This is an optimization exercise on Yosys and OpenROAD, whose aim is small area, not a production implementation. The RTL was checked by simulation tests, not by an equivalence proof against the original design. No driver is modelled on the clock port, so clocking that relies on it looks cheaper here than on a real chip. Power and IR drop assume default switching activity.

==> flow/design.v <==
module RAM_set (
    input [31:0] record,
    input [6:0] state,
    input colr,
    input [1:0] ph,
    input pix,
    input [6:0] q,
    input [2:0] r,
    input [9:0] vv,
    output d_pix,
    output e_pix,
    output d_q_0,
    output d_q_1,
    output d_q_2,
    output d_q_3,
    output d_q_4,
    output d_q_5,
    output d_q_6,
    output d_vv_0,
    output d_vv_1,
    output d_vv_2,
    output d_vv_3,
    output d_vv_4,
    output d_vv_5,
    output d_vv_6,
    output d_vv_7,
    output d_vv_8,
    output d_vv_9,
    output d_ph_0,
    output d_ph_1,
    output hs,
    output vs
);
  wire n44;
  wire n45;
  wire n47;
  wire n49;
  wire n50;
  wire n51;
  wire n52;
  wire n55;
  wire n56;
  wire n59;
  wire n61;
  wire n63;
  wire n64;
  wire n65;
  wire n67;
  wire n69;
  wire n70;
  wire n73;
  wire n74;
  wire n75;
  wire n77;
  wire n79;
  wire n81;
  wire n82;
  wire n83;
  wire n84;
  wire n86;
  wire n87;
  wire n88;
  wire n89;
  wire n90;
  wire n91;
  wire n92;
  wire n93;
  wire n94;
  wire n95;
  wire n96;
  wire n97;
  wire n98;
  wire n99;
  wire n100;
  wire n101;
  wire n102;
  wire n103;
  wire n104;
  wire n105;
  wire n106;
  wire n107;
  wire n108;
  wire n109;
  wire n110;
  wire n111;
  wire n112;
  wire n113;
  wire n114;
  wire n115;
  wire n116;
  wire n117;
  wire n118;
  wire n119;
  wire n120;
  wire n121;
  wire n122;
  wire n123;
  wire n124;
  wire n125;
  wire n126;
  wire n127;
  wire n128;
  wire n129;
  wire n130;
  wire n131;
  wire n132;
  wire n133;
  wire n134;
  wire n135;
  wire n136;
  wire n137;
  wire n138;
  wire n139;
  wire n140;
  wire n141;
  wire n142;
  wire n143;
  wire n144;
  wire n145;
  wire n146;
  wire n147;
  wire n148;
  wire n149;
  wire n150;
  wire n151;
  wire n152;
  wire n153;
  wire n154;
  wire n155;
  wire n156;
  wire n157;
  wire n158;
  wire n159;
  wire n160;
  wire n161;
  wire n162;
  wire n163;
  wire n164;
  wire n165;
  wire n166;
  wire n167;
  wire n168;
  wire n169;
  wire n170;
  wire n171;
  wire n172;
  wire n173;
  wire n174;
  wire n175;
  wire n176;
  wire n177;
  wire n178;
  wire n179;
  wire n180;
  wire n181;
  wire n182;
  wire n183;
  wire n184;
  wire n185;
  wire n186;
  wire n187;
  wire n188;
  wire n189;
  wire n190;
  wire n191;
  wire n192;
  wire n193;
  wire n194;
  wire n195;
  wire n196;
  wire n197;
  wire n198;
  wire n199;
  wire n200;
  wire n201;
  wire n202;
  wire n203;
  wire n204;
  wire n205;
  wire n206;
  wire n207;
  wire n208;
  wire n209;
  wire n210;
  wire n211;
  wire n212;
  wire n213;
  wire n214;
  wire n215;
  wire n216;
  wire n217;
  wire n218;
  wire n219;
  wire n220;
  wire n221;
  wire n222;
  wire n223;
  wire n224;
  wire n225;
  wire n226;
  wire n227;
  wire n228;
  wire n229;
  wire n230;
  wire n231;
  wire n232;
  wire n233;
  wire n234;
  wire n235;
  wire n236;
  wire n237;
  wire n238;
  wire n239;
  wire n240;
  wire n241;
  wire n242;
  wire n243;
  wire n244;
  wire n245;
  wire n246;
  wire n247;
  wire n248;
  wire n249;
  wire n250;
  wire n251;
  wire n252;
  wire n253;
  wire n254;
  wire n255;
  wire n256;
  wire n257;
  wire n258;
  wire n259;
  wire n260;
  wire n261;
  wire n262;
  wire n263;
  wire n264;
  wire n265;
  wire n266;
  wire n267;
  wire n268;
  wire n269;
  wire n270;
  wire n271;
  wire n272;
  wire n273;
  wire n274;
  wire n275;
  wire n276;
  wire n277;
  wire n278;
  wire n279;
  wire n280;
  wire n285;
  wire n287;
  wire n288;
  wire n290;
  wire n291;
  wire n292;
  wire n293;
  wire n294;
  wire n295;
  wire n297;
  wire n298;
  wire n299;
  wire n300;
  wire n301;
  wire n302;
  wire n303;
  wire n304;
  wire n305;
  wire n306;
  wire n307;
  wire n308;
  wire n309;
  wire n310;
  wire n311;
  wire n312;
  wire n313;
  wire n314;
  wire n315;
  wire n316;
  wire n317;
  wire n318;
  wire n319;
  wire n320;
  wire n321;
  wire n322;
  wire n323;
  wire n324;
  wire n325;
  wire n326;
  wire n327;
  wire n328;
  wire n329;
  wire n330;
  wire n331;
  wire n332;
  wire n333;
  wire n334;
  wire n335;
  wire n336;
  wire n337;
  wire n338;
  wire n339;
  wire n340;
  wire n341;
  wire n342;
  wire n343;
  wire n344;
  wire n345;
  wire n346;
  wire n347;
  wire n348;
  wire n349;
  wire n350;
  wire n351;
  wire n352;
  wire n353;
  wire n354;
  wire n355;
  wire n356;
  assign n47 = (~ph[0]);
  assign n49 = (~n47&~ph[1]);
  assign n50 = (~n49);
  assign n51 = (~n47) | (~ph[1]);
  assign n52 = (~n50) | (~n51);
  assign n55 = (~q[3]&~q[2]);
  assign n56 = (~n55);
  assign n59 = (~q[1]&~n56) | (~q[4]);
  assign n61 = (~q[6]);
  assign n63 = (~n61) | (~q[5]);
  assign n64 = (q[3]&q[2]) | (n59) | (n63);
  assign n65 = (ph[1]) | (n64);
  assign n67 = (~vv[0]);
  assign n69 = (~vv[1]);
  assign n70 = (~n67&~n69);
  assign n73 = (~vv[3]&~n70&~vv[2]);
  assign n74 = (~vv[1]&~vv[2]);
  assign n75 = (~vv[2]&~n74) | (~n70&~n74);
  assign n77 = (~r[0]);
  assign n79 = (~n77&~r[1]);
  assign n81 = (~r[1]&~r[2]);
  assign n82 = (~q[3]);
  assign n83 = (~n82&~n63&~q[4]);
  assign n84 = (~n83);
  assign n86 = (~q[0]);
  assign n87 = (~q[1]);
  assign n88 = (~n86) | (~n87);
  assign n89 = (~record[13]&~n88);
  assign n90 = (~n86) | (~q[1]);
  assign n91 = (~q[0]) | (~q[1]);
  assign n92 = (~record[1]&~n91) | (~record[5]&~n90);
  assign n93 = (~n86&~q[1]);
  assign n94 = (~n93);
  assign n95 = (~record[9]&~n94) | (~q[2]);
  assign n96 = (~n89&~n92&~n95);
  assign n97 = (~record[17]&~n91);
  assign n98 = (~record[21]&~n90) | (~record[29]&~n88);
  assign n99 = (~q[2]);
  assign n100 = (~record[25]&~n94) | (~n99);
  assign n101 = (~n97&~n98&~n100);
  assign n102 = (~state[2]);
  assign n103 = (~n87&~state[0]);
  assign n104 = (~state[5]);
  assign n105 = (~n102&~n104) | (~n103&~n104);
  assign n106 = (~state[3]);
  assign n107 = (~state[6]&~state[4]);
  assign n108 = (~state[6]) | (~state[4]);
  assign n109 = (~n106&~n107) | (~n102&~n107) | (~n108&~n107);
  assign n110 = (~n82) | (~state[0]);
  assign n111 = (~state[0]) | (~n106);
  assign n112 = (~n82&~state[0]) | (~state[1]) | (~state[5]) | (~n111);
  assign n113 = (~state[1]&~state[5]&~n110) | (~n112);
  assign n114 = (~state[0]&~n104&~n102&~state[1]);
  assign n115 = (~n102&~n114) | (~n113&~n114);
  assign n116 = (~n106&~n109&~n64&~n115) | (~n107&~n109&~n64&~n115);
  assign n117 = (~n86&~n105) | (~n116);
  assign n118 = (~n82&~state[2]) | (~q[1]);
  assign n119 = (~n82&~n94) | (~n118);
  assign n120 = (~n84&~n96&~n101) | (~n117&~n119);
  assign n121 = (~n120);
  assign n122 = (record[6]&record[14]&q[2]) | (n90&record[14]&q[2]) | (record[6]&n88&q[2]) | (n90&n88&q[2]);
  assign n123 = (~record[2]&~n91) | (~record[10]&~n94) | (~n122);
  assign n124 = (~record[30]&~n88);
  assign n125 = (~record[18]&~n91) | (~record[22]&~n90);
  assign n126 = (~q[2]&~n124&~n125);
  assign n127 = (~record[26]&~n94) | (~n126);
  assign n128 = (~q[0]&~n102) | (~n99);
  assign n129 = (~n86&~n102&~n90) | (~n86&~n102&~n128) | (~n86&~n93&~n90) | (~n55&~n102&~n90) | (~n86&~n93&~n128) | (~n55&~n102&~n128) | (~n55&~n93&~n90) | (~n55&~n93&~n128);
  assign n130 = (~n117&~n129);
  assign n131 = (~n83&~n130) | (~n123&~n130) | (~n127&~n130);
  assign n132 = (~record[0]&~n91);
  assign n133 = (~record[8]&~n94) | (~record[12]&~n88);
  assign n134 = (~n99&~n132&~n133);
  assign n135 = (~record[4]&~n90) | (~n134);
  assign n136 = (record[16]&record[24]&n99) | (n91&record[24]&n99) | (record[16]&n94&n99) | (n91&n94&n99);
  assign n137 = (~record[20]&~n90) | (~record[28]&~n88) | (~n136);
  assign n138 = (~n106&~n56) | (~q[3]&~n94);
  assign n139 = (~n102&~n91);
  assign n140 = (~q[3]&~q[2]) | (~n102&~q[2]);
  assign n141 = (~n90&~n140);
  assign n142 = (~n138&~n139&~n141&~n117);
  assign n143 = (~n83&~n142) | (~n135&~n142) | (~n137&~n142);
  assign n144 = (~n121) | (~n131) | (~n143);
  assign n145 = (~record[31]&~n88);
  assign n146 = (~record[27]&~n94);
  assign n147 = (~record[23]&~n90);
  assign n148 = (~record[19]&~n91) | (~n99);
  assign n149 = (~n145&~n146&~n147&~n148);
  assign n150 = (~record[3]&~n91);
  assign n151 = (~record[11]&~n94);
  assign n152 = (~record[7]&~n90);
  assign n153 = (~record[15]&~n88) | (~q[2]);
  assign n154 = (~n150&~n151&~n152&~n153);
  assign n155 = (~n84&~n149&~n154);
  assign n156 = (~n155);
  assign n157 = (~r[0]&~r[1]);
  assign n158 = (~r[1]);
  assign n159 = (~n158&~n120);
  assign n160 = (~n157&~n159);
  assign n161 = (~n131&~n156);
  assign n162 = (~n161);
  assign n163 = (~n143&~n156&~n160) | (~n162);
  assign n164 = (~n86&~state[2]) | (~n118);
  assign n165 = (n99&state[6]&n91) | (n104&state[6]&n91) | (n99&n56&n91) | (n104&n56&n91);
  assign n166 = (~n164&~n83) | (~n165&~n83) | (~n116&~n83);
  assign n167 = (~n166&~n155);
  assign n168 = (~n143);
  assign n169 = (~n131);
  assign n170 = (~n169&~n156);
  assign n171 = (~n170);
  assign n172 = (~n168&~n171);
  assign n173 = (~n79);
  assign n174 = (~n120&~n143&~n131);
  assign n175 = (~n173) | (~n174);
  assign n176 = (n167&n175) | (n172&n175);
  assign n177 = (~n163&~n176) | (~n81&~n144);
  assign n178 = (~n166);
  assign n179 = (~n143&~n173);
  assign n180 = (~n120&~n179);
  assign n181 = (~n121&~n168);
  assign n182 = (~n181);
  assign n183 = (~r[2]);
  assign n184 = (~n77&~n183);
  assign n185 = (~n184);
  assign n186 = (~n182&~n185);
  assign n187 = (~n178&~n130&~n180&~n186);
  assign n188 = (~n187);
  assign n189 = (~n121) | (~n131);
  assign n190 = (~n77&~n158);
  assign n191 = (~n190);
  assign n192 = (~n189) | (~n191);
  assign n193 = (~n167&~n172) | (~n192&~n172);
  assign n194 = (~n143) | (~n173);
  assign n195 = (~n166) | (~n130);
  assign n196 = (~n195&~n179);
  assign n197 = (~n194&~vv[2]) | (~n196&~vv[2]);
  assign n198 = (n79&n188&n193&n197) | (n177&n188&n193&n197);
  assign n199 = (~r[1]) | (~r[2]);
  assign n200 = (~n77) | (~n81);
  assign n201 = (~n199) | (~n200);
  assign n202 = (~n198&~n201);
  assign n203 = (~r[0]&~n143);
  assign n204 = (~r[2]&~n203) | (~n170&~n203);
  assign n205 = (~r[1]&~n121);
  assign n206 = (~n205);
  assign n207 = (~n143&~n169);
  assign n208 = (~n207) | (~n206);
  assign n209 = (~n159&~n208) | (~n168&~n206);
  assign n210 = (~n209);
  assign n211 = (~n195);
  assign n212 = (~r[0]&~n120);
  assign n213 = (~n162&~n212);
  assign n214 = (~n211&~n213) | (~n191);
  assign n215 = (~n209&~n214) | (~n171&~n210);
  assign n216 = (~n120&~n143);
  assign n217 = (~n181&~n216);
  assign n218 = (~n217&~n191);
  assign n219 = (~n183&~n189) | (~n167);
  assign n220 = (n173&n175) | (n174&n175);
  assign n221 = (~n121&~n203);
  assign n222 = (~n183&~n171&~n212&~n221);
  assign n223 = (~n67) | (~n69);
  assign n224 = (~r[0]) | (~n166);
  assign n225 = (~n210&~n224);
  assign n226 = (~n222&~n223&~n225);
  assign n227 = (~n218&~n219&~n220) | (~n226);
  assign n228 = (~n204&~n227) | (~n215&~n227);
  assign n229 = (~n79) | (~n189);
  assign n230 = (~n229&~n207);
  assign n231 = (n81&n167) | (n230&n167);
  assign n232 = (~vv[2]);
  assign n233 = (~n216&~n232) | (~n81&~n232);
  assign n234 = (~r[0]&~n157) | (~r[0]&~n170) | (~n130&~n157) | (~n130&~n170);
  assign n235 = (~vv[2]&~n162) | (~n185&~n162) | (~n206&~n162);
  assign n236 = (~n182&~n67) | (~n235&~n67);
  assign n237 = (~n168&~n234) | (~n161&~n233) | (~n236);
  assign n238 = (n121&n220) | (n169&n220);
  assign n239 = (~n77&n238) | (~n172&n238);
  assign n240 = (~r[2]&~n168);
  assign n241 = (~n77&~n240);
  assign n242 = (~n171&~n241) | (~n195);
  assign n243 = (~n120&~n225) | (~n242&~n225);
  assign n244 = (~n239&~n243);
  assign n245 = (~n231&~n237&~n244);
  assign n246 = (~n228&~n245);
  assign n247 = (~n217) | (~n191);
  assign n248 = (~n180&~n205);
  assign n249 = (~n195&~n248);
  assign n250 = (~n249&~n187) | (~n230&~n247);
  assign n251 = (~r[0]&~n158&~n156&~n144);
  assign n252 = (~n143&~n156&~n238);
  assign n253 = (~n131&~n174&~n251&~n252) | (~n231&~n174&~n251&~n252);
  assign n254 = (~n81&~n163);
  assign n255 = (~n253&~n254);
  assign n256 = (~n121&~r[0]&~n162) | (~n121&~n217&~n162) | (~n157&~r[0]&~n162) | (~n157&~n217&~n162);
  assign n257 = (~n166&~n256);
  assign n258 = (~n186&~n239&~n255) | (~n257);
  assign n259 = (~n67) | (~vv[1]) | (~n250) | (~n258);
  assign n260 = (~n75) | (~n202) | (~n246) | (~n259);
  assign n261 = (~r[2]&~n182) | (~n230);
  assign n262 = (~n157&~n247&~n240);
  assign n263 = (~n162&~n262&~n218);
  assign n264 = (~n162&~n166&~n263) | (~n261&~n166&~n263) | (~n253&~n166&~n263);
  assign n265 = (~n77&~r[2]);
  assign n266 = (~n143&~n168) | (~n143&~n190) | (~n205&~n168) | (~n205&~n190);
  assign n267 = (~n166&~n256&~n214) | (~n188&~n266);
  assign n268 = (~n77) | (~n195) | (~n216);
  assign n269 = (~n217&~n171) | (~n219);
  assign n270 = (~n242&~n269) | (~n79&~n222);
  assign n271 = (~n257&~n268) | (~n270);
  assign n272 = (~n267&~n271) | (~n67);
  assign n273 = (~n216&~n229);
  assign n274 = (~n177&~n273) | (~n224&~n266) | (~n197);
  assign n275 = (~vv[0]) | (~n274);
  assign n276 = (~n77&~n159&~n250);
  assign n277 = (~n184&~n232&~n276&~n264) | (~n211&~n232&~n276&~n264);
  assign n278 = (~n272&~n75&~n201&~n277) | (~n275&~n75&~n201&~n277);
  assign n279 = (~n264&~n278) | (~n265&~n278) | (~n143&~n278);
  assign n280 = (n260&n279);
  assign n285 = (vv[7]) | (vv[6]) | (vv[8]) | (vv[4]);
  assign n287 = (vv[9]) | (n285);
  assign n288 = (~n74);
  assign n290 = (~vv[5]);
  assign n291 = (~vv[3]&~n290) | (~n288&~n290);
  assign n292 = (~n73&~n280&~n287&n291);
  assign n45 = (vv[3]) | (vv[5]) | (n288) | (n287);
  assign n293 = (~r[0]&~n199);
  assign n294 = (~q[0]&~n56&~n293);
  assign n295 = (~q[5]);
  assign n44 = (~n59&~n294) | (~n61) | (~n295);
  assign n297 = (colr&pix) | (n49&pix) | (colr&n50) | (n49&n50);
  assign n298 = (~vv[4]);
  assign n299 = (~n77) | (~r[1]) | (~n183);
  assign n300 = (~q[6]) | (~q[4]) | (~q[5]);
  assign n301 = (~q[3]&~n99&~n91&~n300);
  assign n302 = (~n77&~n50);
  assign n303 = (~r[1]) | (~n49);
  assign n304 = (~r[1]&~n302) | (~n303);
  assign n305 = (~n299&~n301) | (~n304);
  assign n306 = (~n299&~n305);
  assign n307 = (~vv[0]) | (~n306);
  assign n308 = (~n69&~n307&~n232);
  assign n309 = (~vv[3]) | (~n308);
  assign n310 = (~n298&~n309);
  assign n311 = (~n310);
  assign n312 = (~n290&~n311);
  assign n313 = (~n290&~n312) | (~n311&~n312);
  assign n314 = (~n298&~n310) | (~n309&~n310);
  assign n315 = (~vv[9]) | (~vv[2]) | (~vv[3]) | (~n290);
  assign n316 = (n50) | (n223) | (n315) | (n285);
  assign n317 = (~vv[3]&~n308) | (~n316&~n308);
  assign n318 = (~vv[3]&~n317) | (~n308&~n317);
  assign n319 = (~n69&~n307);
  assign n320 = (~vv[2]&~n319) | (~n316&~n319);
  assign n321 = (~n308&~n320);
  assign n322 = (~n69&~n319) | (~n307&~n319);
  assign n323 = (vv[0]&n307&n316) | (n306&n307&n316);
  assign n324 = (~n49) | (~n293);
  assign n325 = (~n91&~n324);
  assign n326 = (~q[2]) | (~n325);
  assign n327 = (~n326);
  assign n328 = (q[3]&n327&q[4]);
  assign n329 = (~q[5]&~n328);
  assign n330 = (~n306&~n328);
  assign n331 = (~n295&~n330);
  assign n332 = (~n329&~n331);
  assign n333 = (~n82&~n326);
  assign n334 = (q[4]&n330) | (n333&n330);
  assign n335 = (~n82&~n333) | (~n326&~n333);
  assign n336 = (~n265&~n303);
  assign n337 = (~n183&~n336) | (~n303&~n336);
  assign n338 = (~q[2]&~n325);
  assign n339 = (~n327&~n338);
  assign n340 = (~n63&~n330) | (~n61&~n331);
  assign n341 = (~n86&~n324);
  assign n342 = (~q[1]&~n341);
  assign n343 = (~n306&~n342&~n325);
  assign n344 = (~vv[8]);
  assign n345 = (~vv[7]);
  assign n346 = (~vv[6]) | (~n312);
  assign n347 = (~n345&~n346);
  assign n348 = (~n347);
  assign n349 = (~n344&~n348);
  assign n350 = (~vv[9]&~n349) | (~n316);
  assign n351 = (~vv[9]&~n350) | (~n349&~n350);
  assign n352 = (~n86&~n341) | (~n324&~n341);
  assign n353 = (~n77&~n302&~n293) | (~n50&~n302&~n293);
  assign n354 = (~n344&~n349) | (~n348&~n349);
  assign n355 = (~n345&~n347) | (~n346&~n347);
  assign n356 = (vv[6]&n346) | (n312&n346);
  assign d_pix = n292;
  assign e_pix = n65;
  assign d_q_0 = n352;
  assign d_q_1 = n343;
  assign d_q_2 = n339;
  assign d_q_3 = n335;
  assign d_q_4 = n334;
  assign d_q_5 = n332;
  assign d_q_6 = n340;
  assign d_vv_0 = n323;
  assign d_vv_1 = n322;
  assign d_vv_2 = n321;
  assign d_vv_3 = n318;
  assign d_vv_4 = n314;
  assign d_vv_5 = n313;
  assign d_vv_6 = n356;
  assign d_vv_7 = n355;
  assign d_vv_8 = n354;
  assign d_vv_9 = n351;
  assign d_ph_0 = n47;
  assign d_ph_1 = n52;
  assign hs = n44;
  assign vs = n45;
endmodule
module vga_top (
    input         clk,
    input         rst,
    input  [31:0] record,
    input  [ 6:0] state,
    output [ 3:0] red,
    output [ 3:0] green,
    output [ 3:0] blue,
    output        hs,
    output        vs
);
  reg [1:0] ph;
  reg pix;
  reg [6:0] q;
  reg [9:0] vv;
  reg colr;
  reg [2:0] r;
  wire d_pix;
  wire e_pix;
  wire d_q_0;
  wire d_q_1;
  wire d_q_2;
  wire d_q_3;
  wire d_q_4;
  wire d_q_5;
  wire d_q_6;
  wire d_vv_0;
  wire d_vv_1;
  wire d_vv_2;
  wire d_vv_3;
  wire d_vv_4;
  wire d_vv_5;
  wire d_vv_6;
  wire d_vv_7;
  wire d_vv_8;
  wire d_vv_9;
  wire d_ph_0;
  wire d_ph_1;
  RAM_set u_logic (
      .record(record),
      .state(state),
      .colr(colr),
      .ph(ph),
      .pix(pix),
      .q(q),
      .r(r),
      .vv(vv),
      .d_pix(d_pix),
      .e_pix(e_pix),
      .d_q_0(d_q_0),
      .d_q_1(d_q_1),
      .d_q_2(d_q_2),
      .d_q_3(d_q_3),
      .d_q_4(d_q_4),
      .d_q_5(d_q_5),
      .d_q_6(d_q_6),
      .d_vv_0(d_vv_0),
      .d_vv_1(d_vv_1),
      .d_vv_2(d_vv_2),
      .d_vv_3(d_vv_3),
      .d_vv_4(d_vv_4),
      .d_vv_5(d_vv_5),
      .d_vv_6(d_vv_6),
      .d_vv_7(d_vv_7),
      .d_vv_8(d_vv_8),
      .d_vv_9(d_vv_9),
      .d_ph_0(d_ph_0),
      .d_ph_1(d_ph_1),
      .hs(hs),
      .vs(vs)
  );
  always @(posedge clk) if (e_pix) pix <= d_pix;
  always @(posedge clk or negedge rst) if (!rst) q[0] <= 1'b1; else q[0] <= d_q_0;
  always @(posedge clk or negedge rst) if (!rst) q[1] <= 1'b0; else q[1] <= d_q_1;
  always @(posedge clk or negedge rst) if (!rst) q[2] <= 1'b1; else q[2] <= d_q_2;
  always @(posedge clk or negedge rst) if (!rst) q[3] <= 1'b0; else q[3] <= d_q_3;
  always @(posedge clk or negedge rst) if (!rst) q[4] <= 1'b0; else q[4] <= d_q_4;
  always @(posedge clk or negedge rst) if (!rst) q[5] <= 1'b0; else q[5] <= d_q_5;
  always @(posedge clk or negedge rst) if (!rst) q[6] <= 1'b0; else q[6] <= d_q_6;
  always @(posedge clk or negedge rst) if (!rst) vv[0] <= 1'b0; else vv[0] <= d_vv_0;
  always @(posedge clk or negedge rst) if (!rst) vv[1] <= 1'b0; else vv[1] <= d_vv_1;
  always @(posedge clk or negedge rst) if (!rst) vv[2] <= 1'b0; else vv[2] <= d_vv_2;
  always @(posedge clk or negedge rst) if (!rst) vv[3] <= 1'b0; else vv[3] <= d_vv_3;
  always @(posedge clk or negedge rst) if (!rst) vv[4] <= 1'b0; else vv[4] <= d_vv_4;
  always @(posedge clk or negedge rst) if (!rst) vv[5] <= 1'b0; else vv[5] <= d_vv_5;
  always @(posedge clk or negedge rst) if (!rst) vv[6] <= 1'b0; else vv[6] <= d_vv_6;
  always @(posedge clk or negedge rst) if (!rst) vv[7] <= 1'b0; else vv[7] <= d_vv_7;
  always @(posedge clk or negedge rst) if (!rst) vv[8] <= 1'b0; else vv[8] <= d_vv_8;
  always @(posedge clk or negedge rst) if (!rst) vv[9] <= 1'b0; else vv[9] <= d_vv_9;
  always @(posedge clk or negedge rst) if (!rst) ph[0] <= 1'b0; else ph[0] <= d_ph_0;
  always @(posedge clk or negedge rst) if (!rst) ph[1] <= 1'b0; else ph[1] <= d_ph_1;
  always @(posedge clk or negedge rst)
    if (!rst) colr <= 1'b0;
    else if (ph == 2'd1) colr <= pix;
  always @(posedge clk or negedge rst)
    if (!rst) r <= 3'd1;
    else if (ph == 2'd1) r <= (q == 7'd119 && r == 3'd2) ? 3'd1 : (r == 3'd6) ? 3'd0 : r + 3'd1;
  assign red[0] = colr;
  assign red[1] = colr;
  assign red[2] = colr;
  assign red[3] = colr;
  assign green[0] = colr;
  assign green[1] = colr;
  assign green[2] = colr;
  assign green[3] = colr;
  assign blue[0] = colr;
  assign blue[1] = colr;
  assign blue[2] = colr;
  assign blue[3] = colr;
endmodule
==> flow/flow/run.sh <==
#!/bin/bash
# Own layout flow: the standard ORFS flow (standard.sh, synth_recipe.tcl)
# with these changes:
#  - synthesis maps the logic with an area-oriented ABC script (flow/area.abc)
#    instead of ORFS's speed script (the RTL's logic is already optimised, see
#    gen/) and leaves adders as plain gates (no extract_fa); the rest of
#    synthesis is the standard flow's synth_recipe.tcl (same registers, flatten and rename);
#  - port buffers are buf_1 cells;
#  - CTS without dummy loads, with clkbuf_8 buffers; after CTS the root
#    buffer, which drives only the leaf buffers, is shrunk to clkbuf_2
#    (flow/root.tcl).
#  - the logic network ABC maps in synthesis is flow/logic.blif, an ABC
#    optimisation (gen/opt.py) of the very network this synthesis hands to
#    ABC; the flow checks that network's MD5 first (abc_in.blif) and falls
#    back to mapping it as it is (flow/area.abc) if it is not the expected one.
# Each step's full output goes to log_<step>.txt in the work folder.
set -uo pipefail
W=$PWD
{
  echo 'proc abc {args} {'
  echo '  set i [lsearch -exact $args -script]'
  echo '  if {$i >= 0} { set args [lreplace $args [expr {$i + 1}] [expr {$i + 1}] $::env(OWN_ABC_SCRIPT)] }'
  echo '  yosys abc {*}$args'
  echo '}'
  echo 'proc extract_fa {args} { puts "extract_fa skipped" }'
  cat "$W/synth_recipe.tcl"
} > "$W/own_synth.tcl"
sed -E "s#'?SYNTH_SCRIPT=[^ ]*#SYNTH_SCRIPT=$W/own_synth.tcl#" "$W/standard.sh" > "$W/own_standard.sh"
ABC_IN_MD5=b71cb3d5de529e66695d4dc3b07acef7
printf 'write_blif %s\nread_blif %s\nstrash\ndch -f\namap\ntopo\n' "$W/abc_in.blif" "$W/flow/logic.blif" > "$W/best.abc"
export OWN_ABC_SCRIPT="$W/best.abc"
export BUFFER_PORTS_ARGS="-buffer_cell sky130_fd_sc_hd__buf_1"
export CTS_ARGS="-sink_clustering_enable -repair_clock_nets -dont_use_dummy_load -buf_list sky130_fd_sc_hd__clkbuf_8 -sink_clustering_size 30 -sink_clustering_max_diameter 100"
run_step() {
  echo "== $1"
  if ! bash "$W/own_standard.sh" "$1" > "$W/log_$1.txt" 2>&1; then
    echo "step $1 failed"
    tail -40 "$W/log_$1.txt"
    exit 1
  fi
}
R="$W/orfs/results/$FLOW_PLATFORM/vga_top/base"
run_step synth
got=$(tail -n +2 "$W/abc_in.blif" | md5sum | cut -d' ' -f1)
if [[ "$got" != "$ABC_IN_MD5" ]]; then
  echo "ABC input $got is not the one flow/logic.blif was made from: mapping it as it is"
  mv "$W/log_synth.txt" "$W/log_synth_first.txt"
  rm -rf "$W/orfs"
  export OWN_ABC_SCRIPT="$W/flow/area.abc"
  run_step synth
fi
for t in floorplan place cts; do run_step "$t"; done
echo "== root clock buffer"
if ! LIB_FILE="$FLOW_HOME/platforms/sky130hd/lib/sky130_fd_sc_hd__tt_025C_1v80.lib" \
  ODB_IN="$R/4_cts.odb" ODB_OUT="$R/4_cts.odb" ROOT_CELL=sky130_fd_sc_hd__clkbuf_2 \
  openroad -no_init -exit "$W/flow/root.tcl" > "$W/log_rootbuf.txt" 2>&1; then
  echo "root buffer step failed"; tail -40 "$W/log_rootbuf.txt"; exit 1
fi
for t in route finish; do
  echo "== $t"
  if ! bash "$W/own_standard.sh" "$t" > "$W/log_$t.txt" 2>&1; then
    echo "step $t failed"
    tail -40 "$W/log_$t.txt"
    exit 1
  fi
done
ls -l "$W/out"
==> flow/flow/area.abc <==
strash
dch -f
amap
topo
==> flow/flow/logic.blif <==
.model netlist
.inputs ys__n1 ys__n6 ys__n8 ys__n9 ys__n11 ys__n12 ys__n14 ys__n16 ys__n19 \
 ys__n22 ys__n23 ys__n29 ys__n30 ys__n34 ys__n48 ys__n50 ys__n64 ys__n67 \
 ys__n124 ys__n126 ys__n128 ys__n132 ys__n137 ys__n139 ys__n141 ys__n145 \
 ys__n166 ys__n168 ys__n171 ys__n173 ys__n180 ys__n182 ys__n185 ys__n186 \
 ys__n205 ys__n210 ys__n212 ys__n215 ys__n218 ys__n223 ys__n225 ys__n228 \
 ys__n231 ys__n238 ys__n240 ys__n243 ys__n244 ys__n259 ys__n261 ys__n264 \
 ys__n266 ys__n334 ys__n412 ys__n428 ys__n501 ys__n502 ys__n504 ys__n506 \
 ys__n508 ys__n511 ys__n512 ys__n621 ys__n622
.outputs ys__n413 ys__n517 ys__n543 ys__n551 ys__n552 ys__n556 ys__n566 \
 ys__n567 ys__n570 ys__n575 ys__n578 ys__n579 ys__n586 ys__n587 ys__n592 \
 ys__n595 ys__n596 ys__n600 ys__n610 ys__n611 ys__n612 ys__n613 ys__n614 \
 ys__n618 ys__n619 ys__n620 ys__n623
.names ys__n11 ys__n16 new_n91
01 1
.names ys__n67 new_n91 new_n92
01 1
.names ys__n34 new_n92 new_n93
10 1
.names ys__n12 new_n93 new_n94
10 1
.names ys__n50 ys__n67 new_n95
01 1
.names ys__n64 new_n95 new_n96
10 1
.names ys__n14 ys__n67 new_n97
10 1
.names ys__n11 ys__n34 new_n98
01 1
.names new_n97 new_n98 new_n99
01 1
.names new_n96 new_n99 new_n100
11 1
.names ys__n14 ys__n67 new_n101
01 1
.names ys__n34 new_n101 new_n102
00 1
.names ys__n11 ys__n67 new_n103
11 1
.names ys__n64 new_n98 new_n104
00 1
.names new_n103 new_n104 new_n105
01 1
.names new_n102 new_n105 new_n106
01 1
.names new_n100 new_n106 new_n107
00 1
.names ys__n14 ys__n30 new_n108
00 1
.names ys__n16 new_n108 new_n109
01 1
.names ys__n19 new_n109 new_n110
10 1
.names ys__n14 ys__n30 new_n111
11 1
.names ys__n22 ys__n23 new_n112
01 1
.names new_n111 new_n112 new_n113
01 1
.names new_n110 new_n113 new_n114
11 1
.names ys__n29 ys__n48 new_n115
00 1
.names ys__n11 new_n115 new_n116
00 1
.names ys__n50 new_n116 new_n117
00 1
.names ys__n50 new_n115 new_n118
10 1
.names ys__n29 ys__n48 new_n119
11 1
.names new_n118 new_n119 new_n120
00 1
.names new_n117 new_n120 new_n121
01 1
.names new_n114 new_n121 new_n122
11 1
.names new_n107 new_n122 new_n123
01 1
.names new_n94 new_n123 new_n124
01 1
.names ys__n11 ys__n12 new_n125
01 1
.names ys__n11 ys__n12 new_n126
10 1
.names new_n125 new_n126 new_n127
00 1
.names ys__n16 new_n127 new_n128
00 1
.names ys__n12 new_n108 new_n129
01 1
.names ys__n12 ys__n16 new_n130
01 1
.names ys__n30 new_n130 new_n131
10 1
.names new_n129 new_n131 new_n132
00 1
.names new_n128 new_n132 new_n133
01 1
.names new_n124 new_n133 new_n134
10 1
.names ys__n12 ys__n16 new_n135
10 1
.names ys__n259 new_n135 new_n136
01 1
.names ys__n30 new_n136 new_n137
00 1
.names ys__n12 ys__n16 new_n138
11 1
.names ys__n264 new_n138 new_n139
01 1
.names ys__n266 new_n130 new_n140
01 1
.names ys__n12 ys__n16 new_n141
00 1
.names ys__n261 new_n141 new_n142
01 1
.names new_n140 new_n142 new_n143
00 1
.names new_n139 new_n143 new_n144
01 1
.names new_n137 new_n144 new_n145
11 1
.names ys__n14 ys__n19 new_n146
10 1
.names new_n112 new_n146 new_n147
11 1
.names ys__n238 new_n138 new_n148
01 1
.names ys__n30 new_n148 new_n149
10 1
.names ys__n244 new_n130 new_n150
01 1
.names ys__n240 new_n135 new_n151
01 1
.names ys__n243 new_n141 new_n152
01 1
.names new_n151 new_n152 new_n153
00 1
.names new_n150 new_n153 new_n154
01 1
.names new_n149 new_n154 new_n155
11 1
.names new_n147 new_n155 new_n156
10 1
.names new_n145 new_n156 new_n157
01 1
.names new_n134 new_n157 new_n158
00 1
.names ys__n218 new_n138 new_n159
01 1
.names ys__n30 new_n159 new_n160
00 1
.names ys__n210 new_n141 new_n161
01 1
.names ys__n212 new_n135 new_n162
01 1
.names ys__n215 new_n130 new_n163
01 1
.names new_n162 new_n163 new_n164
00 1
.names new_n161 new_n164 new_n165
01 1
.names new_n160 new_n165 new_n166
11 1
.names ys__n225 new_n135 new_n167
01 1
.names ys__n30 new_n167 new_n168
10 1
.names ys__n223 new_n138 new_n169
01 1
.names ys__n228 new_n130 new_n170
01 1
.names ys__n231 new_n141 new_n171
01 1
.names new_n170 new_n171 new_n172
00 1
.names new_n169 new_n172 new_n173
01 1
.names new_n168 new_n173 new_n174
11 1
.names new_n147 new_n174 new_n175
10 1
.names new_n166 new_n175 new_n176
01 1
.names new_n158 new_n176 new_n177
01 1
.names ys__n11 ys__n14 new_n178
01 1
.names ys__n16 new_n178 new_n179
10 1
.names new_n125 new_n179 new_n180
00 1
.names ys__n29 new_n108 new_n181
01 1
.names ys__n30 ys__n34 new_n182
11 1
.names new_n138 new_n182 new_n183
00 1
.names new_n181 new_n183 new_n184
01 1
.names new_n180 new_n184 new_n185
01 1
.names new_n123 new_n185 new_n186
11 1
.names new_n147 new_n186 new_n187
00 1
.names new_n176 new_n187 new_n188
00 1
.names ys__n186 new_n138 new_n189
01 1
.names ys__n30 new_n189 new_n190
00 1
.names ys__n185 new_n135 new_n191
01 1
.names ys__n180 new_n130 new_n192
01 1
.names ys__n182 new_n141 new_n193
01 1
.names new_n192 new_n193 new_n194
00 1
.names new_n191 new_n194 new_n195
01 1
.names new_n190 new_n195 new_n196
11 1
.names ys__n171 new_n135 new_n197
01 1
.names ys__n30 new_n197 new_n198
10 1
.names ys__n166 new_n130 new_n199
01 1
.names ys__n173 new_n141 new_n200
01 1
.names ys__n168 new_n138 new_n201
01 1
.names new_n200 new_n201 new_n202
00 1
.names new_n199 new_n202 new_n203
01 1
.names new_n198 new_n203 new_n204
11 1
.names new_n147 new_n204 new_n205
10 1
.names new_n196 new_n205 new_n206
01 1
.names ys__n30 new_n178 new_n207
00 1
.names new_n130 new_n207 new_n208
10 1
.names ys__n11 new_n138 new_n209
11 1
.names ys__n30 ys__n50 new_n210
01 1
.names new_n135 new_n210 new_n211
00 1
.names ys__n14 new_n211 new_n212
00 1
.names new_n209 new_n212 new_n213
00 1
.names new_n208 new_n213 new_n214
01 1
.names new_n124 new_n214 new_n215
11 1
.names new_n206 new_n215 new_n216
00 1
.names new_n158 new_n216 new_n217
10 1
.names ys__n8 ys__n9 new_n218
10 1
.names ys__n132 new_n135 new_n219
01 1
.names ys__n30 new_n219 new_n220
10 1
.names ys__n124 new_n141 new_n221
01 1
.names ys__n128 new_n130 new_n222
01 1
.names ys__n126 new_n138 new_n223
01 1
.names new_n222 new_n223 new_n224
00 1
.names new_n221 new_n224 new_n225
01 1
.names new_n220 new_n225 new_n226
11 1
.names ys__n145 new_n135 new_n227
01 1
.names ys__n30 new_n227 new_n228
00 1
.names ys__n137 new_n138 new_n229
01 1
.names ys__n141 new_n141 new_n230
01 1
.names ys__n139 new_n130 new_n231
01 1
.names new_n230 new_n231 new_n232
00 1
.names new_n229 new_n232 new_n233
01 1
.names new_n228 new_n233 new_n234
11 1
.names new_n147 new_n234 new_n235
10 1
.names new_n226 new_n235 new_n236
01 1
.names ys__n14 new_n135 new_n237
11 1
.names new_n179 new_n237 new_n238
00 1
.names new_n124 new_n238 new_n239
11 1
.names new_n236 new_n239 new_n240
00 1
.names new_n158 new_n240 new_n241
11 1
.names new_n218 new_n241 new_n242
10 1
.names new_n217 new_n242 new_n243
01 1
.names ys__n9 ys__n205 new_n244
00 1
.names new_n243 new_n244 new_n245
00 1
.names new_n188 new_n245 new_n246
10 1
.names new_n158 new_n246 new_n247
11 1
.names ys__n9 new_n240 new_n248
11 1
.names new_n158 new_n176 new_n249
11 1
.names new_n216 new_n249 new_n250
11 1
.names ys__n8 new_n250 new_n251
01 1
.names new_n248 new_n251 new_n252
11 1
.names new_n216 new_n240 new_n253
01 1
.names new_n158 new_n253 new_n254
01 1
.names new_n216 new_n218 new_n255
01 1
.names new_n240 new_n255 new_n256
10 1
.names new_n176 new_n216 new_n257
10 1
.names new_n256 new_n257 new_n258
01 1
.names new_n254 new_n258 new_n259
00 1
.names new_n252 new_n259 new_n260
01 1
.names new_n247 new_n260 new_n261
01 1
.names ys__n8 ys__n9 new_n262
00 1
.names new_n248 new_n262 new_n263
00 1
.names new_n257 new_n263 new_n264
10 1
.names new_n177 new_n264 new_n265
00 1
.names new_n244 new_n265 new_n266
01 1
.names new_n261 new_n266 new_n267
00 1
.names new_n216 new_n240 new_n268
10 1
.names ys__n9 new_n240 new_n269
00 1
.names ys__n8 ys__n205 new_n270
11 1
.names ys__n1 new_n270 new_n271
10 1
.names new_n269 new_n271 new_n272
01 1
.names new_n268 new_n272 new_n273
00 1
.names new_n267 new_n273 new_n274
10 1
.names ys__n1 new_n274 new_n275
10 1
.names new_n177 new_n275 new_n276
00 1
.names ys__n8 new_n187 new_n277
11 1
.names ys__n9 new_n268 new_n278
01 1
.names new_n217 new_n269 new_n279
10 1
.names new_n248 new_n279 new_n280
01 1
.names new_n278 new_n280 new_n281
00 1
.names new_n277 new_n281 new_n282
10 1
.names new_n134 new_n187 new_n283
11 1
.names ys__n205 new_n216 new_n284
01 1
.names ys__n8 new_n284 new_n285
10 1
.names new_n249 new_n285 new_n286
10 1
.names new_n283 new_n286 new_n287
00 1
.names new_n240 new_n287 new_n288
00 1
.names new_n282 new_n288 new_n289
00 1
.names new_n218 new_n254 new_n290
01 1
.names new_n218 new_n254 new_n291
10 1
.names new_n290 new_n291 new_n292
00 1
.names new_n158 new_n240 new_n293
10 1
.names new_n251 new_n293 new_n294
00 1
.names new_n292 new_n294 new_n295
11 1
.names new_n289 new_n295 new_n296
00 1
.names new_n177 new_n273 new_n297
11 1
.names ys__n9 new_n251 new_n298
01 1
.names ys__n8 new_n134 new_n299
11 1
.names new_n216 new_n299 new_n300
11 1
.names ys__n334 new_n300 new_n301
10 1
.names new_n298 new_n301 new_n302
01 1
.names new_n297 new_n302 new_n303
01 1
.names new_n246 new_n303 new_n304
01 1
.names new_n296 new_n304 new_n305
01 1
.names new_n276 new_n305 new_n306
01 1
.names new_n253 new_n268 new_n307
00 1
.names ys__n8 new_n307 new_n308
11 1
.names new_n240 new_n262 new_n309
11 1
.names new_n177 new_n309 new_n310
10 1
.names new_n308 new_n310 new_n311
01 1
.names new_n187 new_n311 new_n312
00 1
.names new_n268 new_n270 new_n313
11 1
.names new_n295 new_n313 new_n314
00 1
.names new_n267 new_n314 new_n315
01 1
.names new_n312 new_n315 new_n316
10 1
.names new_n256 new_n269 new_n317
00 1
.names new_n283 new_n317 new_n318
10 1
.names new_n134 new_n187 new_n319
01 1
.names new_n256 new_n319 new_n320
01 1
.names new_n313 new_n320 new_n321
01 1
.names new_n318 new_n321 new_n322
00 1
.names ys__n8 ys__n9 new_n323
11 1
.names new_n307 new_n323 new_n324
10 1
.names new_n243 new_n324 new_n325
01 1
.names new_n322 new_n325 new_n326
00 1
.names ys__n6 ys__n334 new_n327
10 1
.names new_n326 new_n327 new_n328
01 1
.names new_n316 new_n328 new_n329
01 1
.names new_n188 new_n250 new_n330
00 1
.names new_n290 new_n330 new_n331
00 1
.names new_n265 new_n331 new_n332
10 1
.names new_n216 new_n244 new_n333
10 1
.names new_n241 new_n333 new_n334
11 1
.names new_n332 new_n334 new_n335
00 1
.names new_n218 new_n335 new_n336
01 1
.names new_n216 new_n218 new_n337
10 1
.names new_n255 new_n283 new_n338
01 1
.names new_n337 new_n338 new_n339
01 1
.names ys__n1 new_n339 new_n340
00 1
.names new_n241 new_n323 new_n341
00 1
.names new_n188 new_n341 new_n342
10 1
.names new_n250 new_n342 new_n343
00 1
.names new_n321 new_n343 new_n344
01 1
.names new_n340 new_n344 new_n345
11 1
.names new_n336 new_n345 new_n346
01 1
.names new_n249 new_n281 new_n347
00 1
.names ys__n8 new_n240 new_n348
01 1
.names new_n177 new_n348 new_n349
10 1
.names new_n283 new_n349 new_n350
00 1
.names new_n323 new_n350 new_n351
00 1
.names new_n281 new_n351 new_n352
10 1
.names ys__n205 new_n249 new_n353
11 1
.names ys__n8 new_n216 new_n354
00 1
.names new_n353 new_n354 new_n355
00 1
.names new_n352 new_n355 new_n356
01 1
.names new_n347 new_n356 new_n357
01 1
.names new_n307 new_n323 new_n358
01 1
.names ys__n205 new_n241 new_n359
11 1
.names new_n188 new_n359 new_n360
10 1
.names new_n358 new_n360 new_n361
01 1
.names new_n292 new_n361 new_n362
01 1
.names new_n240 new_n354 new_n363
00 1
.names new_n348 new_n353 new_n364
01 1
.names new_n363 new_n364 new_n365
01 1
.names ys__n6 ys__n334 new_n366
00 1
.names new_n365 new_n366 new_n367
01 1
.names new_n362 new_n367 new_n368
01 1
.names new_n282 new_n368 new_n369
01 1
.names new_n357 new_n369 new_n370
01 1
.names ys__n9 ys__n205 new_n371
11 1
.names ys__n205 new_n262 new_n372
01 1
.names new_n371 new_n372 new_n373
00 1
.names ys__n1 ys__n6 new_n374
00 1
.names ys__n6 ys__n334 new_n375
11 1
.names ys__n1 new_n375 new_n376
11 1
.names new_n374 new_n376 new_n377
00 1
.names new_n373 new_n377 new_n378
11 1
.names new_n370 new_n378 new_n379
01 1
.names new_n346 new_n379 new_n380
01 1
.names new_n329 new_n380 new_n381
01 1
.names new_n306 new_n381 new_n382
01 1
.names ys__n205 new_n268 new_n383
01 1
.names new_n243 new_n383 new_n384
10 1
.names new_n177 new_n384 new_n385
00 1
.names new_n261 new_n385 new_n386
11 1
.names new_n262 new_n284 new_n387
00 1
.names new_n324 new_n387 new_n388
11 1
.names new_n177 new_n358 new_n389
10 1
.names new_n388 new_n389 new_n390
01 1
.names new_n187 new_n390 new_n391
00 1
.names new_n386 new_n391 new_n392
01 1
.names ys__n8 new_n248 new_n393
10 1
.names new_n326 new_n393 new_n394
11 1
.names new_n270 new_n283 new_n395
11 1
.names ys__n1 new_n395 new_n396
10 1
.names new_n394 new_n396 new_n397
01 1
.names new_n392 new_n397 new_n398
01 1
.names new_n242 new_n253 new_n399
10 1
.names new_n335 new_n399 new_n400
10 1
.names new_n216 new_n323 new_n401
01 1
.names new_n278 new_n401 new_n402
00 1
.names new_n277 new_n402 new_n403
10 1
.names ys__n334 new_n403 new_n404
10 1
.names new_n340 new_n404 new_n405
11 1
.names new_n400 new_n405 new_n406
01 1
.names new_n218 new_n365 new_n407
00 1
.names new_n249 new_n307 new_n408
10 1
.names new_n360 new_n408 new_n409
00 1
.names new_n287 new_n409 new_n410
11 1
.names new_n407 new_n410 new_n411
00 1
.names new_n321 new_n402 new_n412
10 1
.names ys__n334 new_n412 new_n413
00 1
.names new_n411 new_n413 new_n414
01 1
.names ys__n8 new_n283 new_n415
00 1
.names new_n253 new_n415 new_n416
11 1
.names new_n312 new_n416 new_n417
01 1
.names new_n312 new_n351 new_n418
11 1
.names new_n417 new_n418 new_n419
00 1
.names new_n414 new_n419 new_n420
11 1
.names new_n373 new_n377 new_n421
10 1
.names new_n420 new_n421 new_n422
01 1
.names new_n406 new_n422 new_n423
01 1
.names new_n398 new_n423 new_n424
01 1
.names ys__n8 new_n284 new_n425
11 1
.names new_n392 new_n425 new_n426
11 1
.names new_n424 new_n426 new_n427
00 1
.names new_n382 new_n427 new_n428
01 1
.names ys__n501 ys__n502 new_n429
00 1
.names ys__n504 ys__n506 new_n430
00 1
.names new_n429 new_n430 new_n431
11 1
.names ys__n508 new_n431 new_n432
01 1
.names ys__n511 new_n374 new_n433
10 1
.names ys__n1 ys__n511 new_n434
00 1
.names new_n375 new_n434 new_n435
01 1
.names ys__n512 new_n435 new_n436
10 1
.names new_n433 new_n436 new_n437
01 1
.names new_n432 new_n437 new_n438
11 1
.names new_n428 new_n438 ys__n517
01 1
.names ys__n412 ys__n428 new_n440
10 1
.names ys__n9 ys__n14 new_n441
10 1
.names new_n138 new_n441 new_n442
11 1
.names new_n440 new_n442 new_n443
11 1
.names ys__n8 new_n371 new_n444
00 1
.names ys__n19 ys__n22 new_n445
11 1
.names ys__n23 ys__n30 new_n446
11 1
.names new_n445 new_n446 new_n447
11 1
.names new_n444 new_n447 new_n448
11 1
.names new_n443 new_n448 new_n449
11 1
.names ys__n334 new_n449 new_n450
11 1
.names ys__n6 new_n450 new_n451
11 1
.names ys__n1 new_n451 new_n452
00 1
.names ys__n1 ys__n334 new_n453
10 1
.names ys__n508 ys__n511 new_n454
11 1
.names new_n453 new_n454 new_n455
11 1
.names ys__n6 ys__n512 new_n456
00 1
.names new_n440 new_n456 new_n457
11 1
.names new_n455 new_n457 new_n458
11 1
.names new_n431 new_n458 new_n459
11 1
.names ys__n1 new_n451 new_n460
11 1
.names new_n459 new_n460 new_n461
00 1
.names new_n452 new_n461 ys__n543
01 1
.names ys__n8 new_n371 new_n463
01 1
.names new_n440 new_n463 new_n464
11 1
.names new_n138 new_n464 new_n465
11 1
.names ys__n30 new_n465 new_n466
11 1
.names ys__n14 new_n466 new_n467
11 1
.names ys__n19 new_n467 new_n468
11 1
.names new_n449 new_n468 new_n469
00 1
.names ys__n23 new_n469 new_n470
10 1
.names ys__n23 new_n468 new_n471
00 1
.names new_n470 new_n471 ys__n551
00 1
.names ys__n30 new_n465 new_n473
00 1
.names new_n466 new_n473 ys__n552
00 1
.names ys__n12 new_n464 new_n475
11 1
.names ys__n16 new_n475 new_n476
00 1
.names new_n449 new_n465 new_n477
00 1
.names new_n476 new_n477 ys__n556
01 1
.names ys__n412 ys__n428 new_n479
01 1
.names new_n440 new_n479 ys__n566
00 0
.names ys__n428 new_n114 ys__n567
01 0
.names new_n434 new_n456 new_n482
11 1
.names new_n432 new_n482 ys__n570
11 0
.names new_n129 new_n463 new_n484
10 1
.names new_n110 new_n484 new_n485
10 1
.names ys__n22 ys__n23 new_n486
00 1
.names new_n485 new_n486 ys__n575
01 0
.names ys__n511 new_n460 new_n488
11 1
.names ys__n506 new_n488 new_n489
11 1
.names ys__n512 new_n489 new_n490
11 1
.names ys__n512 new_n489 new_n491
00 1
.names new_n490 new_n491 ys__n578
00 1
.names ys__n506 new_n488 new_n493
00 1
.names new_n489 new_n493 ys__n579
00 1
.names ys__n511 new_n460 new_n495
00 1
.names ys__n511 new_n461 new_n496
10 1
.names new_n495 new_n496 ys__n586
00 1
.names ys__n6 new_n450 new_n498
00 1
.names new_n451 new_n498 ys__n587
00 1
.names ys__n334 new_n449 new_n500
00 1
.names new_n450 new_n459 new_n501
00 1
.names new_n500 new_n501 ys__n592
01 1
.names ys__n19 new_n467 new_n503
00 1
.names new_n469 new_n503 ys__n595
10 1
.names ys__n14 new_n466 new_n505
00 1
.names new_n467 new_n505 ys__n596
00 1
.names ys__n22 new_n470 new_n507
00 1
.names ys__n22 new_n470 new_n508
11 1
.names new_n507 new_n508 ys__n600
00 1
.names ys__n501 new_n490 new_n510
11 1
.names ys__n502 new_n510 new_n511
11 1
.names ys__n504 new_n511 new_n512
11 1
.names ys__n508 new_n512 new_n513
11 1
.names ys__n508 new_n512 new_n514
00 1
.names new_n459 new_n514 new_n515
00 1
.names new_n513 new_n515 ys__n610
01 1
.names ys__n12 new_n464 new_n517
00 1
.names new_n475 new_n517 ys__n611
00 1
.names ys__n504 new_n511 new_n519
00 1
.names new_n512 new_n519 ys__n612
00 1
.names ys__n502 new_n510 new_n521
00 1
.names new_n511 new_n521 ys__n613
00 1
.names ys__n501 new_n490 new_n523
00 1
.names new_n510 new_n523 ys__n614
00 1
.names new_n440 new_n444 new_n525
10 1
.names ys__n8 new_n440 new_n526
00 1
.names new_n525 new_n526 ys__n618
00 1
.names ys__n9 new_n525 new_n528
10 1
.names new_n218 new_n440 new_n529
11 1
.names new_n528 new_n529 new_n530
00 1
.names new_n449 new_n530 ys__n619
00 1
.names new_n371 new_n440 new_n532
11 1
.names new_n323 new_n440 new_n533
11 1
.names ys__n205 new_n533 new_n534
00 1
.names new_n532 new_n534 ys__n620
00 1
.names ys__n622 new_n440 new_n536
10 1
.names ys__n621 new_n440 new_n537
11 1
.names new_n536 new_n537 ys__n623
00 0
.names ys__n412 ys__n413
0 1
.end
==> flow/flow/root.tcl <==
# Shrink the clock tree's root buffer: it drives only the leaf clock buffers.
read_liberty $::env(LIB_FILE)
read_db $::env(ODB_IN)
set block [ord::get_db_block]
set root ""
foreach inst [$block getInsts] {
  set m [[$inst getMaster] getName]
  if {[string match "sky130_fd_sc_hd__clkbuf_*" $m]} {
    set net [[$inst findITerm A] getNet]
    if {$net ne "NULL" && [llength [$net getBTerms]] > 0} { set root $inst }
  }
}
if {$root ne ""} {
  puts "root clock buffer [$root getName] ([[$root getMaster] getName]) -> $::env(ROOT_CELL)"
  replace_cell [$root getName] $::env(ROOT_CELL)
}
write_db $::env(ODB_OUT)
==> flow/standard.sh <==
#!/bin/bash
# synth_recipe.tcl (not shown) runs the flow's synth.tcl, then flattens the netlist and writes it again
# the make line also repeats each setting of config.mk as NAME=value (left out here)
make -C /OpenROAD-flow-scripts/flow DESIGN_CONFIG=/design/flow/config.mk WORK_HOME=/design/flow/orfs CLKGATE_MAP_FILE= SYNTH_SCRIPT=/design/flow/synth_recipe.tcl "${@:-finish}"
==> flow/config.mk <==
export PLATFORM = sky130hd
export DESIGN_NAME = vga_top
export DESIGN_NICKNAME = vga_top
export VERILOG_FILES = /design/flow/design.v
export SDC_FILE = /design/flow/constraint.sdc
export NUM_CORES = 4
export LEC_CHECK = 0
export CAP_MARGIN = 0
export CORE_MARGIN = 2
export CORE_UTILIZATION = 65
export SLEW_MARGIN = 0
==> flow/constraint.sdc <==
create_clock -name core_clock -period 10.0 [get_ports {clk}]
set_input_delay 2.0000 -clock core_clock [delete_from_list [all_inputs] [get_ports {clk}]]
set_output_delay 2.0000 -clock core_clock [all_outputs]
set_load 0.01 [all_outputs]
==> results.py <==
metrics = {
    "drt": {
        "via_per_inst": 6.48,
        "vias": 2742,
        "routedWlPerCell_um": 15.6,
        "drt_iter0_markers": 379,
        "drt-total-wl_um": 6590,
        "antenna_left": 0,
        "drt-pass1-iter-count": 5,
        "drc_errors": 0,
    },
    "sta": {
        "fin_crit_sh_pct": 59.4,
        "hold_violations": 0,
        "setup_tns_ns": 0,
        "slew_viol_final": 0,
        "setup_violations": 0,
        "holdWs_ns": 0.479,
        "worstMarginPinSlew_ns": 1.23,
        "fin_crit_ns": 5.94,
        "relSlewSlack_pct": 17.4,
        "finClkSkew_ns": 0.00576,
        "grt_setup_unrepaired": "no",
        "max_freq_ghz": 0.168,
        "final.setup.worst_slack_ns": 4.06,
    },
    "cells_and_area": {
        "areaGrowthSynthToFinish_pct": 9.99,
        "nets": 422,
        "final_util_pct": 76.4,
        "drive_gt1_share_pct": 2.11,
        "diodes": 0,
    },
    "worst_setup_path": {
        "cp_data_arrival_time_ns": 6.04,
        "path_max_fanout": 8,
        "crit_buf_inv": 2,
        "cp-end-kind": "register",
        "path_cells": "buf_1 > nor2_1 > a2111oi_0 > a31oi_1 > nor3_1 > o21ai_0 > o32ai_1 > clkinv_1 > nor2_1 > nor2_1 > o21ai_0 > o22ai_1 > o211ai_1 > a221oi_1 > or4_1 > o21ai_0 > nor2b_1 > nor4_1",
        "required_ns": 10.10,
        "worstSetupPathType": "primary input to register",
        "cp_slowest_cell": "o32ai_1",
        "worst_setup_path_start_kind": "primary input",
        "slowest_delay_ns": 0.65,
        "critPathTopFamily": "compound AO/OA/AOI/OAI gates",
    },
    "global_route": {
        "grt_max_degree": 24,
        "antenna_found_initial": 0,
        "grt_overflow": 0,
        "grt_pass1_wl_um": 10500,
        "grt_pass1_vias": 2458,
        "grt_usage_pct": 36.5,
    },
    "floorplan": {
        "dieArea_mm2": 0.00379,
        "start_util_pct": 69.4,
        "io_pins": 55,
        "core-area_mm2": 0.00310,
        "fp.dieW_um": 61.6,
        "die_h_um": 61.6,
        "rows": 20,
    },
    "min_path": {
        "worstHoldPathType": "register to register",
    },
    "synth": {
        "async_reset_ff_share_pct": 95.8,
        "synth_edf_count": 1,
        "synth-main-ff-cell": "dfrtp_1",
        "yosysTopAreaCell": "dfrtp_1",
        "yosys.cell_types.count": 38,
        "syn_area_per_cell_um2": 6.49,
        "synth_top_area_share_pct": 23.2,
        "synth_area_leaders": "dfrtp_1 (23%), nor2_1 (14%), clkinv_1 (8.7%), nand2_1 (5.7%), o21ai_0 (4.9%)",
        "synth_cells": 332,
        "yosysWarnings": 1,
        "ys_seq_area_share_pct": 28.3,
        "syn_nets": 373,
        "ys_seq_elements": 24,
        "syn_area_mm2": 0.00215,
    },
    "placement": {
        "port_buffers": 54,
        "hpwl_um": 5110,
        "dp_slack_ns": 4.04,
        "place_congestion": 1.09,
    },
    "cts": {
        "clkLatencyLatePin_ns": 0.28,
        "ctsRootBufferMaster": "clkbuf_8",
        "h-tree-depth": 1,
        "cts.path.max_buffers": 2,
        "postCtsHoldBufs": 0,
        "cts_sinks": 24,
        "cts_setup_buffers": 0,
        "cts.repair.resized": 0,
        "clk_pin_slew_ns": 0.08,
        "cts_made_buffers": 3,
        "cts_tree": "yes",
    },
    "power": {
        "vdd_ir_drop_max_v": 0.000119,
        "pwr-share-comb_pct": 8.1,
        "pwr-share-clk_pct": 30.3,
        "p_seq_share_pct": 61.6,
        "p_int_mw": 0.124,
        "cellPowerDensity_mw_per_mm2": 66.8,
        "p_leak_nw": 0.905,
        "switching_power_mw": 0.0341,
        "switching_share_pct": 21.5,
    },
    "job": {
        "timing.max_cap.violations": 0,
    },
    "status": {
        "status": "timing/DRC/antenna clean",
    },
}
## metal layers
metal	wire (µm)	track usage [%]	up-vias
met5	0	0	-
met4	329	14.9	0
met3	721	6.30	45
met2	3090	60.5	236
met1	2440	47.2	1193
li1	-	-	1268
## cell type report
| class | instances | area, µm² |
|---|---|---|
| Sequential cell | 24 | 609 |
| Tap cell | 44 | 55.1 |
| Inverter | 50 | 188 |
| Multi-Input combinational cell | 246 | 1270 |
| Fill cell | 251 | 733 |
| Clock buffer | 3 | 32.5 |
| Timing Repair Buffer | 56 | 218 |
## through the flow
stage               cells  power, mW  instance area [µm²]
detailed placement    420      0.112                 2340
global route          423      0.165                 2370
finish                423      0.158                 2370
floorplan             332      0.103                 2150
global placement      420      0.112                 2340
CTS                   423      0.164                 2380
## state kept, by name, indices dropped and copies added (netlist names)
register,cells
vv,10
q,7
r,3
ph,2
colr,1
pix,1
## layout by cell type (no fill, tap or decap), drive strengths merged, types with 4 or more instances in the layout
cell / instances
nor2: 81
buf: 56
clkinv: 50
nand2: 33
o21ai: 21
dfrtp: 20
a21oi: 16
nor3: 16
a31oi: 13
o22ai: 9
nor4: 9
a211oi: 5
o221a: 4
o221ai: 4
o211ai: 4
## Yosys cell counts, drive strengths merged (2+ instances only)
master / number
o221a: 4
buf: 12
a31oi: 13
nor2: 81
o31ai: 2
nor4: 9
nand3: 2
a211oi: 5
a21oi: 16
o22ai: 9
nand2: 33
dfrtp: 20
nor3: 16
dfstp: 3
o221ai: 4
or2: 2
o21a: 3
or4: 3
o32ai: 2
a22oi: 2
nand4: 2
o21ai: 21
o211ai: 4
clkinv: 50
## power groups by stage
stage / clock network (mW) / registers (mW) / logic (mW)
6_report: 0.0480 / 0.0975 / 0.0128
5_1_grt: 0.0527 / 0.0975 / 0.0148
4_1_cts: 0.0541 / 0.0975 / 0.0128
3_5_place_dp: 0 / 0.0994 / 0.0128
3_3_place_gp: 0 / 0.0994 / 0.0121
2_1_floorplan: 0 / 0.0994 / 0.00372
## cell families after synthesis
kind of cell	synth area share, %
flops	28.3
compound gates	28.7
buf+inv	12.9
simple gates	30.1
## worst paths after layout
| path | slack (ns) | depth (start not counted) | startpoint | to |
|---|---|---|---|---|
| max | 4.06 | 18 | state[2] | pix |
| min | 0.48 | 1 | ph[0] | ph[0] |
| max reg2reg | 5.05 | 18 | q[2] | pix |
| min reg2reg | 0.48 | 1 | ph[0] | ph[0] |
| max in group asynchronous | 8.03 | 2 | rst | q[0] |
| min in group asynchronous | 1.69 | 2 | rst | r[2] |

## afterwards: timing with drivers on the ports
In the flow no input, the clock included, has a driving cell. The finished layout below was timed again as built, in two steps.
Step 1 (the two cells are an assumption about what drives the block):
set clk [get_ports {clk}]
set_driving_cell -lib_cell sky130_fd_sc_hd__clkbuf_16 $clk
set_driving_cell -lib_cell sky130_fd_sc_hd__buf_2 [delete_from_list [all_inputs] $clk]
Step 2, shift: input delay + t, output delay - t, t = (earliest + latest rising clock arrival at the registers) / 2. This alone moves slack from input paths to output paths.
Slacks: ideal ports / drivers / drivers and shift; pairs: ideal ports / drivers.
shift t [ns]: 0.294
setup slack, ns: 4.059 / 4.056 / 3.762
hold slack, ns: 0.479 / 0.479 / 0.479
latest minus earliest clock arrival (ns): 0.006 / 0.006
worst slew at a driven data input, ns: 0.05
After both steps this run still meets setup and hold. The setup slack of this run moves by -0.003 ns with the drivers and by -0.297 ns with both steps.
